Source: an optimization exercise on an open RTL-to-GDS flow (aim: small area, a short achievable clock period and few clock cycles per item). Production flows keep margins and buffers that such runs may drop. Power and IR drop assume default switching activity.

==> module function_calculator, before the edit <==
module function_calculator(
    input clk_i,
    input rst_i,
    input [15:0] sw_i,
    input start_i,
    output busy_o,
    output [15:0] y_calc
 );
    wire [7:0] b_i = sw_i[7:0];
    wire [2:0] r_d = (b_i >= 8'd216) ? 3'd6 :
                     (b_i >= 8'd125) ? 3'd5 :
                     (b_i >= 8'd64)  ? 3'd4 :
                     (b_i >= 8'd27)  ? 3'd3 :
                     (b_i >= 8'd8)   ? 3'd2 :
                     (b_i >= 8'd1)   ? 3'd1 : 3'd0;
    reg [7:0] aa;
    reg [2:0] rr;
    always @(posedge clk_i) begin
        if (rst_i) begin
            aa <= 8'd0;
            rr <= 3'd0;
        end else if (start_i) begin
            aa <= sw_i[15:8];
            rr <= r_d;
        end
    end
    wire n0 = aa[1] & ~aa[0];
    wire n1 = aa[1] & aa[0];
    wire n2 = aa[2] & ~aa[1];
    wire n3 = aa[2] & aa[1];
    wire n4 = aa[3] & ~aa[2];
    wire n5 = aa[3] & aa[2];
    wire n6 = aa[4] & ~aa[3];
    wire n7 = aa[4] & aa[3];
    wire n8 = aa[5] & ~aa[4];
    wire n9 = aa[5] & aa[4];
    wire n10 = aa[6] & ~aa[5];
    wire n11 = aa[6] & aa[5];
    wire n12 = aa[7] & ~aa[6];
    wire n13 = aa[7] & aa[6];
    wire n14 = aa[0] & aa[2];
    wire n15 = aa[0] & aa[3];
    wire n16 = aa[0] & aa[4];
    wire n17 = aa[0] & aa[5];
    wire n18 = aa[0] & aa[6];
    wire n19 = aa[0] & aa[7];
    wire n20 = aa[1] & aa[3];
    wire n21 = aa[1] & aa[4];
    wire n22 = aa[1] & aa[5];
    wire n23 = aa[1] & aa[6];
    wire n24 = aa[1] & aa[7];
    wire n25 = aa[2] & aa[4];
    wire n26 = aa[2] & aa[5];
    wire n27 = aa[2] & aa[6];
    wire n28 = aa[2] & aa[7];
    wire n29 = aa[3] & aa[5];
    wire n30 = aa[3] & aa[6];
    wire n31 = aa[3] & aa[7];
    wire n32 = aa[4] & aa[6];
    wire n33 = aa[4] & aa[7];
    wire n34 = aa[5] & aa[7];
    wire n35, n36;
    ha2 un35 (.x(n5), .y(n18), .s(n35), .c(n36));
    wire n37, n38;
    fa3 un37 (.x(n6), .y(n19), .z(n23), .s(n37), .c(n38));
    wire n39, n40;
    fa3 un39 (.x(n7), .y(n24), .z(n27), .s(n39), .c(n40));
    wire n41, n42;
    ha2 un41 (.x(n8), .y(n28), .s(n41), .c(n42));
    wire n43, n44;
    ha2 un43 (.x(n9), .y(n31), .s(n43), .c(n44));
    wire n45, n46;
    ha2 un45 (.x(n3), .y(n16), .s(n45), .c(n46));
    wire n47, n48;
    fa3 un47 (.x(n4), .y(n17), .z(n21), .s(n47), .c(n48));
    wire n49, n50;
    fa3 un49 (.x(n22), .y(n25), .z(n35), .s(n49), .c(n50));
    wire n51, n52;
    fa3 un51 (.x(n26), .y(n36), .z(n37), .s(n51), .c(n52));
    wire n53, n54;
    fa3 un53 (.x(n29), .y(n38), .z(n39), .s(n53), .c(n54));
    wire n55, n56;
    fa3 un55 (.x(n30), .y(n40), .z(n41), .s(n55), .c(n56));
    wire n57, n58;
    fa3 un57 (.x(n32), .y(n42), .z(n43), .s(n57), .c(n58));
    wire n59, n60;
    fa3 un59 (.x(n10), .y(n33), .z(n44), .s(n59), .c(n60));
    wire n61, n62;
    ha2 un61 (.x(n11), .y(n34), .s(n61), .c(n62));
    wire n63, n64;
    ha2 un63 (.x(aa[0]), .y(rr[0]), .s(n63), .c(n64));
    wire n65, n66;
    ha2 un65 (.x(rr[1]), .y(n64), .s(n65), .c(n66));
    wire n67, n68;
    fa3 un67 (.x(n0), .y(rr[2]), .z(n66), .s(n67), .c(n68));
    wire n69, n70;
    fa3 un69 (.x(n1), .y(n14), .z(n68), .s(n69), .c(n70));
    wire n71 = n2 ^ n15;
    wire n72 = n2 & n15;
    wire n73 = n20 ^ n45;
    wire n74 = n20 & n45;
    wire n75 = n46 ^ n47;
    wire n76 = n46 & n47;
    wire n77 = n48 ^ n49;
    wire n78 = n48 & n49;
    wire n79 = n50 ^ n51;
    wire n80 = n50 & n51;
    wire n81 = n52 ^ n53;
    wire n82 = n52 & n53;
    wire n83 = n54 ^ n55;
    wire n84 = n54 & n55;
    wire n85 = n56 ^ n57;
    wire n86 = n56 & n57;
    wire n87 = n58 ^ n59;
    wire n88 = n58 & n59;
    wire n89 = n60 ^ n61;
    wire n90 = n60 & n61;
    wire n91 = n12 ^ n62;
    wire n92 = n12 & n62;
    wire n93 = n72 | (n71 & n70);
    wire n94 = n71 & 1'b0;
    wire n95 = n76 | (n75 & n74);
    wire n96 = n75 & n73;
    wire n97 = n80 | (n79 & n78);
    wire n98 = n79 & n77;
    wire n99 = n84 | (n83 & n82);
    wire n100 = n83 & n81;
    wire n101 = n88 | (n87 & n86);
    wire n102 = n87 & n85;
    wire n103 = n92 | (n91 & n90);
    wire n104 = n91 & n89;
    wire n105 = n74 | (n73 & n93);
    wire n106 = n73 & n94;
    wire n107 = n95 | (n96 & n93);
    wire n108 = n96 & n94;
    wire n109 = n82 | (n81 & n97);
    wire n110 = n81 & n98;
    wire n111 = n99 | (n100 & n97);
    wire n112 = n100 & n98;
    wire n113 = n90 | (n89 & n101);
    wire n114 = n89 & n102;
    wire n115 = n103 | (n104 & n101);
    wire n116 = n104 & n102;
    wire n117 = n78 | (n77 & n107);
    wire n118 = n77 & n108;
    wire n119 = n97 | (n98 & n107);
    wire n120 = n98 & n108;
    wire n121 = n109 | (n110 & n107);
    wire n122 = n110 & n108;
    wire n123 = n111 | (n112 & n107);
    wire n124 = n112 & n108;
    wire n125 = 1'b0 | (n13 & n115);
    wire n126 = n13 & n116;
    wire n127 = n86 | (n85 & n123);
    wire n128 = n85 & n124;
    wire n129 = n101 | (n102 & n123);
    wire n130 = n102 & n124;
    wire n131 = n113 | (n114 & n123);
    wire n132 = n114 & n124;
    wire n133 = n115 | (n116 & n123);
    wire n134 = n116 & n124;
    wire n135 = n125 | (n126 & n123);
    wire n136 = n126 & n124;
    wire n137 = n71 ^ n70;
    wire n138 = n73 ^ n93;
    wire n139 = n75 ^ n105;
    wire n140 = n77 ^ n107;
    wire n141 = n79 ^ n117;
    wire n142 = n81 ^ n119;
    wire n143 = n83 ^ n121;
    wire n144 = n85 ^ n123;
    wire n145 = n87 ^ n127;
    wire n146 = n89 ^ n129;
    wire n147 = n91 ^ n131;
    wire n148 = n13 ^ n133;
    wire [15:0] sq = {n148, n147, n146, n145, n144, n143, n142, n141, n140, n139, n138, n137, n69, n67, n65, n63};
    assign y_calc = sq;
    assign busy_o = 1'b0;
endmodule
==> flow/config.mk <==
export PLATFORM = sky130hd
export DESIGN_NAME = function_calculator
export DESIGN_NICKNAME = function_calculator
export VERILOG_FILES = /design/flow/design.v
export SDC_FILE = /design/flow/constraint.sdc
export NUM_CORES = 4
export LEC_CHECK = 0
export ABC_AREA = 0
export CAP_MARGIN = 20
export CORE_MARGIN = 2
export CORE_UTILIZATION = 40
export SLEW_MARGIN = 20
export SYNTH_HIERARCHICAL = 1
export SYNTH_MINIMUM_KEEP_SIZE = 0
export BUFFER_PORTS_ARGS = -buffer_cell sky130_fd_sc_hd__buf_1
==> flow/constraint.sdc <==
create_clock -name core_clock -period 5.0 [get_ports {clk_i}]
set_input_delay 1.0000 -clock core_clock [delete_from_list [all_inputs] [get_ports {clk_i}]]
set_output_delay 1.0000 -clock core_clock [all_outputs]
set_load 0.01 [all_outputs]
standard.sh (not shown) runs the stock make flow with config.mk's settings and CLKGATE_MAP_FILE= SYNTH_SCRIPT=/design/flow/synth_recipe.tcl, a recipe that flattens the netlist after the stock synthesis.
==> flow/flow/run.sh <==
#!/bin/bash
# Standard layout, with the port buffers inserted as buf_1 cells instead of
# the resizer's default choice (clkdlybuf4s50_1, larger and slower).
set -euo pipefail
echo 'export BUFFER_PORTS_ARGS = -buffer_cell sky130_fd_sc_hd__buf_1' >> config.mk
bash standard.sh > standard.log 2>&1
==> next run, changes <==
--- a/flow/design.v
+++ b/flow/design.v
@@ -15,5 +15,5 @@
     input start_i,
     output busy_o,
-    output [15:0] y_calc
+    output reg [15:0] y_calc
  );
     wire [7:0] b_i = sw_i[7:0];
@@ -24,15 +24,6 @@
                      (b_i >= 8'd8)   ? 3'd2 :
                      (b_i >= 8'd1)   ? 3'd1 : 3'd0;
-    reg [7:0] aa;
-    reg [2:0] rr;
-    always @(posedge clk_i) begin
-        if (rst_i) begin
-            aa <= 8'd0;
-            rr <= 3'd0;
-        end else if (start_i) begin
-            aa <= sw_i[15:8];
-            rr <= r_d;
-        end
-    end
+    wire [7:0] aa = sw_i[15:8];
+    wire [2:0] rr = r_d;
     wire n0 = aa[1] & ~aa[0];
     wire n1 = aa[1] & aa[0];
@@ -185,5 +176,10 @@
     wire n148 = n13 ^ n133;
     wire [15:0] sq = {n148, n147, n146, n145, n144, n143, n142, n141, n140, n139, n138, n137, n69, n67, n65, n63};
-    assign y_calc = sq;
+    always @(posedge clk_i) begin
+        if (rst_i)
+            y_calc <= 16'd0;
+        else if (start_i)
+            y_calc <= sq;
+    end
     assign busy_o = 1'b0;
 endmodule
Outcome:
- final area rises by 12%
- critical path depth is higher by 5
- worst hold slack got worse by 0.011 ns
- worst setup slack is worse by 0.097 ns
- total power climbs by 65%
- combinational power rises to 2.6 times its value
Function was not checked in any run of this note: the RTL went through the layout flow alone.

separate check: timing with driven ports:
No port has a modelled driver above. Below, the same layouts with a new extraction and two added sets of constraints. Step 1 assumes that a clkbuf_16 drives the clock port and a buf_2 every other input. Step 2 moves the port delays by t, midway between the first and last clock arrival at a register: inputs arrive t later, outputs are due t later. That takes back most of the time a late clock gives input paths. a / b / c = ideal ports / drivers / drivers and shift; a / b = the first two.
run	shift t [ns]	setup slack, ns	hold WS [ns]	worst register clock-pin slew, ns
the first run	0.252	0.463 / 0.441 / 0.692	0.488 / 0.488 / 0.488	0.05 / 0.05
the second run	0.264	0.366 / 0.364 / 0.101	0.477 / 0.477 / 0.477	0.06 / 0.06
After both steps setup and hold are still met in every run listed. The setup slack of the second run, which loses most, moves by -0.002 ns with the drivers and by -0.265 ns with both steps.
